From an optimization exercise on the open Yosys and OpenROAD flow, aimed at small area; shortcuts taken in it are not production practice. Only simulation tests tie the RTL to the original design; equivalence was not proved. Power and IR drop assume default switching activity.

== build 14 ==
Design amp_frontend, start of the top module:
module amp_frontend (
    input reset,
    input wire clk,
    input rx_in,
    input nerror_in,
    output i2s_bck,
    output i2s_ws,
    output i2s_d0,
    output i2c_sda,
    output i2c_scl,
    output nenable_out,
    output nmute_out);
    wire init_st;
    wire i2c_active;
    wire [7:0] i2c_tick;
    spdif_decoder spdif (
      .clk_in(clk),
      .reset(reset),
      .rx_in(rx_in),
      .i2s_bck(i2s_bck),
      .i2s_ws(i2s_ws),
      .i2s_d0(i2s_d0),
      .init_st(init_st));
    assign nenable_out = init_st;
    amp_state_control ctrl (
      .clk_in(clk),
      .reset(reset),
      .nerror_in(nerror_in),
      .nmute_out(nmute_out),
      .i2c_active(i2c_active),
      .i2c_tick(i2c_tick));
    amp_i2c_master i2c (
      .tick_idx(i2c_tick),
      .active(i2c_active),
      .sda(i2c_sda),
      .scl(i2c_scl));
endmodule
For scale: roughly 500 cells after synthesis, roughly 4600 sq um of cells after synthesis.
Settings: LEC_CHECK=0, CAP_MARGIN=20, CORE_MARGIN=2, CORE_UTILIZATION=65, SLEW_MARGIN=20; clock period 10.0 ns.
standard.sh (not shown) runs the stock make flow with config.mk's settings and CLKGATE_MAP_FILE= SYNTH_SCRIPT=/design/flow/synth_recipe.tcl, a recipe that flattens the netlist after the stock synthesis.
==> flow/flow/run.sh <==
#!/bin/bash
# The standard layout (standard.sh) with three changes:
#  - synthesis maps the logic with an area-oriented ABC recipe (area.abc) and
#    leaves adders to ABC instead of mapping them to adder cells first;
#  - the clock tree is built without dummy load cells;
#  - ports get minimum-size buffers.
# make's output goes to standard.log; each tool's log is in orfs/logs.
set -euo pipefail
W=$PWD
export AREA_ABC_SCRIPT=$W/flow/area.abc
export FLOW_SYNTH_TCL=$W/synth_recipe.tcl
export ADDER_MAP_FILE=
export CTS_ARGS="-sink_clustering_enable -repair_clock_nets -dont_use_dummy_load -buf_list {sky130_fd_sc_hd__clkbuf_4 sky130_fd_sc_hd__clkbuf_8}"
export BUFFER_PORTS_ARGS="-buffer_cell sky130_fd_sc_hd__buf_1"
sed "s#SYNTH_SCRIPT=[^ ]*#SYNTH_SCRIPT=$W/flow/area_synth.tcl#" standard.sh > area_standard.sh
grep -q "SYNTH_SCRIPT=$W/flow/area_synth.tcl" area_standard.sh
bash area_standard.sh > standard.log 2>&1
==> flow/flow/area.abc <==
strash
&get -n
&fraig -x
&put
scorr
dc2
strash
&get -n
&deepsyn -T 30 -S 7
&put
dch -f
amap
==> flow/flow/area_synth.tcl <==
# The standard flow's synthesis script (synth_recipe.tcl, which sources ORFS's synth.tcl)
# with one change: the ABC call uses the area-oriented recipe in area.abc
# instead of ORFS's speed script. Registers are mapped before ABC runs, so
# they are the same as in the standard synthesis.
proc abc {args} {
  set i [lsearch $args -script]
  if {$i >= 0} { lset args [expr {$i + 1}] $::env(AREA_ABC_SCRIPT) }
  yosys abc {*}$args
}
source $::env(FLOW_SYNTH_TCL)
No stage failed in build 14, and the final checks on the layout all came back clean.
Changes in build 93 relative to build 14:
Settings: swapping 65 for 40 in CORE_UTILIZATION.
==> flow/flow/run.sh <==
#!/bin/bash
# The standard layout (standard.sh), with the clock tree built without
# dummy loads and with the buffers and clustering below, and minimum-size
# port buffers. Each tool's output goes to the ORFS logs; make's to standard.log.
export CTS_ARGS="-repair_clock_nets -dont_use_dummy_load -sink_clustering_enable -sink_buffer_max_cap_derate 0.5 -sink_clustering_size 40 -buf_list {sky130_fd_sc_hd__clkbuf_16}"
export BUFFER_PORTS_ARGS="-buffer_cell sky130_fd_sc_hd__buf_1"
bash standard.sh > standard.log 2>&1
removed: flow/flow/area.abc
removed: flow/flow/area_synth.tcl
Notes after the runs:
- The overall die height in build 14 is 0.72 times that in build 93.
- Looking at area after synthesis, build 93 sits 20% above build 14.
- Relative to build 14, the global-route wire length before repair measured on build 93 has increased by more than 10%.
- Per the comparison of build 93 with build 14, multi-input gate count picked up an extra 30; worst path buffer plus inverter count has decreased; area growth from synthesis to layout lower; met2 routed wirelength higher.
- Wire length on met3, build 93 and build 14: higher on build 93
- Route | build 93 vs build 14 | wire longer in build 93
Input changes introduced in build 76 (baseline for comparison: build 93):
==> flow/flow/run.sh <==
#!/bin/bash
# The standard layout (standard.sh), with the clock tree built without
# dummy loads and with the buffers and clustering below, and minimum-size
# port buffers. Each tool's output goes to the ORFS logs; make's to standard.log.
export CTS_ARGS="-sink_clustering_enable -repair_clock_nets -dont_use_dummy_load -buf_list {sky130_fd_sc_hd__clkbuf_8 sky130_fd_sc_hd__clkbuf_16} -sink_clustering_size 50 -sink_clustering_max_diameter 200"
export BUFFER_PORTS_ARGS="-buffer_cell sky130_fd_sc_hd__buf_1"
bash standard.sh > standard.log 2>&1
==> comparison <==
Register area came out exactly the same in build 76 and build 93.
Final total power came out exactly the same in build 76 and build 93.
On end-of-flow core utilization, build 76 tracks build 93 almost exactly.
Reported for build 76 and build 93, peak ir drop on the vdd network turned out identical to the last digit.
Re number of hold-slack violations in the final timing report: no difference whatsoever between build 76 and build 93.
Build 93 -> build 76: met3 track utilization from global routing delta 0, exact match
On clock edge transition at the registers on the reported setup and hold paths, build 76 and build 93 are basically level.
Diff build 93..build 76 | synthesized cell count | unchanged
Combined buffer and inverter count along the critical path: build 76 vs build 93 — no meaningful difference
Compared build 93 against build 76; clock network fraction of total power within noise.
Input-level comparison between build 10 and build 76:
==> flow/flow/run.sh <==
#!/bin/bash
# The standard layout (standard.sh), with the clock tree built without
# dummy loads and with the buffers and clustering below, and minimum-size
# port buffers. Each tool's output goes to the ORFS logs; make's to standard.log.
export CTS_ARGS="-repair_clock_nets -dont_use_dummy_load -sink_clustering_enable -sink_buffer_max_cap_derate 1.0 -buf_list {sky130_fd_sc_hd__clkbuf_8 sky130_fd_sc_hd__clkbuf_16}"
export BUFFER_PORTS_ARGS="-buffer_cell sky130_fd_sc_hd__buf_1"
bash standard.sh > standard.log 2>&1
Results
Wire: build 10 routes less than build 76. Global-route track usage on met3: build 10 < build 76. Register-to-register slack: build 76 vs build 10, no meaningful difference. Of build 76 and build 10, the lower hold slack belongs to build 76. The final layouts of build 76 and build 10 pass the timing, design-rule and antenna checks. Summary: post-route cell area, build 10 better than build 76. Compared with build 76, in build 10 clock transition at the registers of the reported paths saw an increase; number of max-slew violations in the final report about even. Setup WNS build 76 -> build 10: worse. Compared to build 76, build 10 has layout overhead on the synthesized area 1.8 points lower. From build 76 to build 10, setup slack after placement did not move at all. ~same reported combinational group power in build 76 and build 10.
Here is what was changed in the inputs of build 15 compared with build 10.
==> flow/flow/run.sh <==
#!/bin/bash
# The standard layout (standard.sh) with three changes:
#  - synthesis maps the logic with an area-oriented ABC recipe (area.abc) and
#    leaves adders to ABC instead of mapping them to adder cells first;
#  - the clock tree is built without dummy load cells;
#  - ports get minimum-size buffers.
# make's output goes to standard.log; each tool's log is in orfs/logs.
set -euo pipefail
W=$PWD
export AREA_ABC_SCRIPT=$W/flow/area.abc
export FLOW_SYNTH_TCL=$W/synth_recipe.tcl
export ADDER_MAP_FILE=
export CTS_ARGS="-sink_clustering_enable -repair_clock_nets -dont_use_dummy_load -buf_list {sky130_fd_sc_hd__clkbuf_4 sky130_fd_sc_hd__clkbuf_8}"
export BUFFER_PORTS_ARGS="-buffer_cell sky130_fd_sc_hd__buf_1"
sed "s#SYNTH_SCRIPT=[^ ]*#SYNTH_SCRIPT=$W/flow/area_synth.tcl#" standard.sh > area_standard.sh
grep -q "SYNTH_SCRIPT=$W/flow/area_synth.tcl" area_standard.sh
bash area_standard.sh > standard.log 2>&1
==> flow/flow/area.abc (new file) <==
strash
&get -n
&fraig -x
&put
scorr
dc2
strash
&get -n
&deepsyn -T 30 -S 7
&put
dch -f
amap
==> flow/flow/area_synth.tcl (new file) <==
# The standard flow's synthesis script (synth_recipe.tcl, which sources ORFS's synth.tcl)
# with one change: the ABC call uses the area-oriented recipe in area.abc
# instead of ORFS's speed script. Registers are mapped before ABC runs, so
# they are the same as in the standard synthesis.
proc abc {args} {
  set i [lsearch $args -script]
  if {$i >= 0} { lset args [expr {$i + 1}] $::env(AREA_ABC_SCRIPT) }
  yosys abc {*}$args
}
source $::env(FLOW_SYNTH_TCL)
--- outcome ---
Build 15 has completed all stages; timing, DRC and antenna checks passed.
Build 10 finished every step from synthesis to the final layout, and the layout passed the timing, design-rule and antenna checks.
Taking build 10 as the reference point, the initial core utilization of build 15 rises by 0.21 points.
Worst-case headroom to the max-slew limit on build 15 is behind build 10.
Sequential power: build 15 and build 10 compared, higher one is build 15
Against build 10 as the reference, build 15 delivers a lower total non-filler cell area in the finished layout.
Row final critical-path required period: build 15 higher / build 10 lower
Total stage count of the critical path came out exactly the same in build 15 and build 10.
Build 15 vs build 10 — wire length on met2 dropped 370 microns.
The die of build 15 is smaller than the one used in build 10.
Between build 15 and build 10, wire length on met1 is higher for build 10, build 15 comes in under that.
Build 15 gives more power than build 10 did.
Here is what was changed in the inputs of build 34 compared with build 15.
Settings: CTS_BUF_LIST newly set to sky130_fd_sc_hd__clkbuf_2 sky130_fd_sc_hd__clkbuf_4 sky130_fd_sc_hd__clkbuf_8.
==> flow/run.sh (new file) <==
#!/bin/bash
# synth_recipe.tcl (not shown) runs the flow's synth.tcl, then flattens the netlist and writes it again
# the make line also repeats each setting of config.mk as NAME=value (left out here)
make -C /OpenROAD-flow-scripts/flow DESIGN_CONFIG=/design/flow/config.mk WORK_HOME=/design/flow/orfs CLKGATE_MAP_FILE= SYNTH_SCRIPT=/design/flow/synth_recipe.tcl finish
removed: flow/flow/run.sh
removed: flow/flow/area.abc
removed: flow/flow/area_synth.tcl
removed: flow/standard.sh
[summary]
- Max routing usage on met1 across build 15 and build 34: build 15
- In the flow results for build 15 and build 34, the total number of tap cells is larger on build 34.
- Fraction of cell area in non-clock buffers: build 34 higher than build 15
- The part of the cycle the worst path needs of build 34 exceeds that of build 15 by 2.3 points.
- On post-synthesis cell count, the lower figure sits with build 15, not build 34.

==> re-timing with driven ports <==
How much do the figures lean on ideal ports? The routed layouts below were timed once more, with nothing changed but the port constraints.
Step 1: set_driving_cell puts a clkbuf_16 on clk and a buf_2 on each other input, an assumption about the parent block.
Step 2 adds t to the input delays and takes it off the output delays; t is the mean of the earliest and latest rising clock arrival at the registers after step 1. Input paths then give back, and output paths get back, about the clock's delay inside the block.
a / b / c = ideal ports / drivers / drivers and shift; a / b = the first two.
run | shift t [ns] | setup slack, ns | clock arrival spread, ns
build 14 | 0.378 | 5.395 / 5.362 / 5.740 | 0.020 / 0.020
build 93 | 0.381 | 5.533 / 5.491 / 5.872 | 0.015 / 0.016
build 76 | 0.381 | 5.533 / 5.491 / 5.872 | 0.015 / 0.016
build 10 | 0.393 | 5.510 / 5.473 / 5.866 | 0.022 / 0.022
build 15 | 0.379 | 5.427 / 5.395 / 5.774 | 0.026 / 0.025
build 34 | 0.404 | 5.198 / 5.164 / 5.569 | 0.021 / 0.021
After both steps every run listed still meets setup and hold.
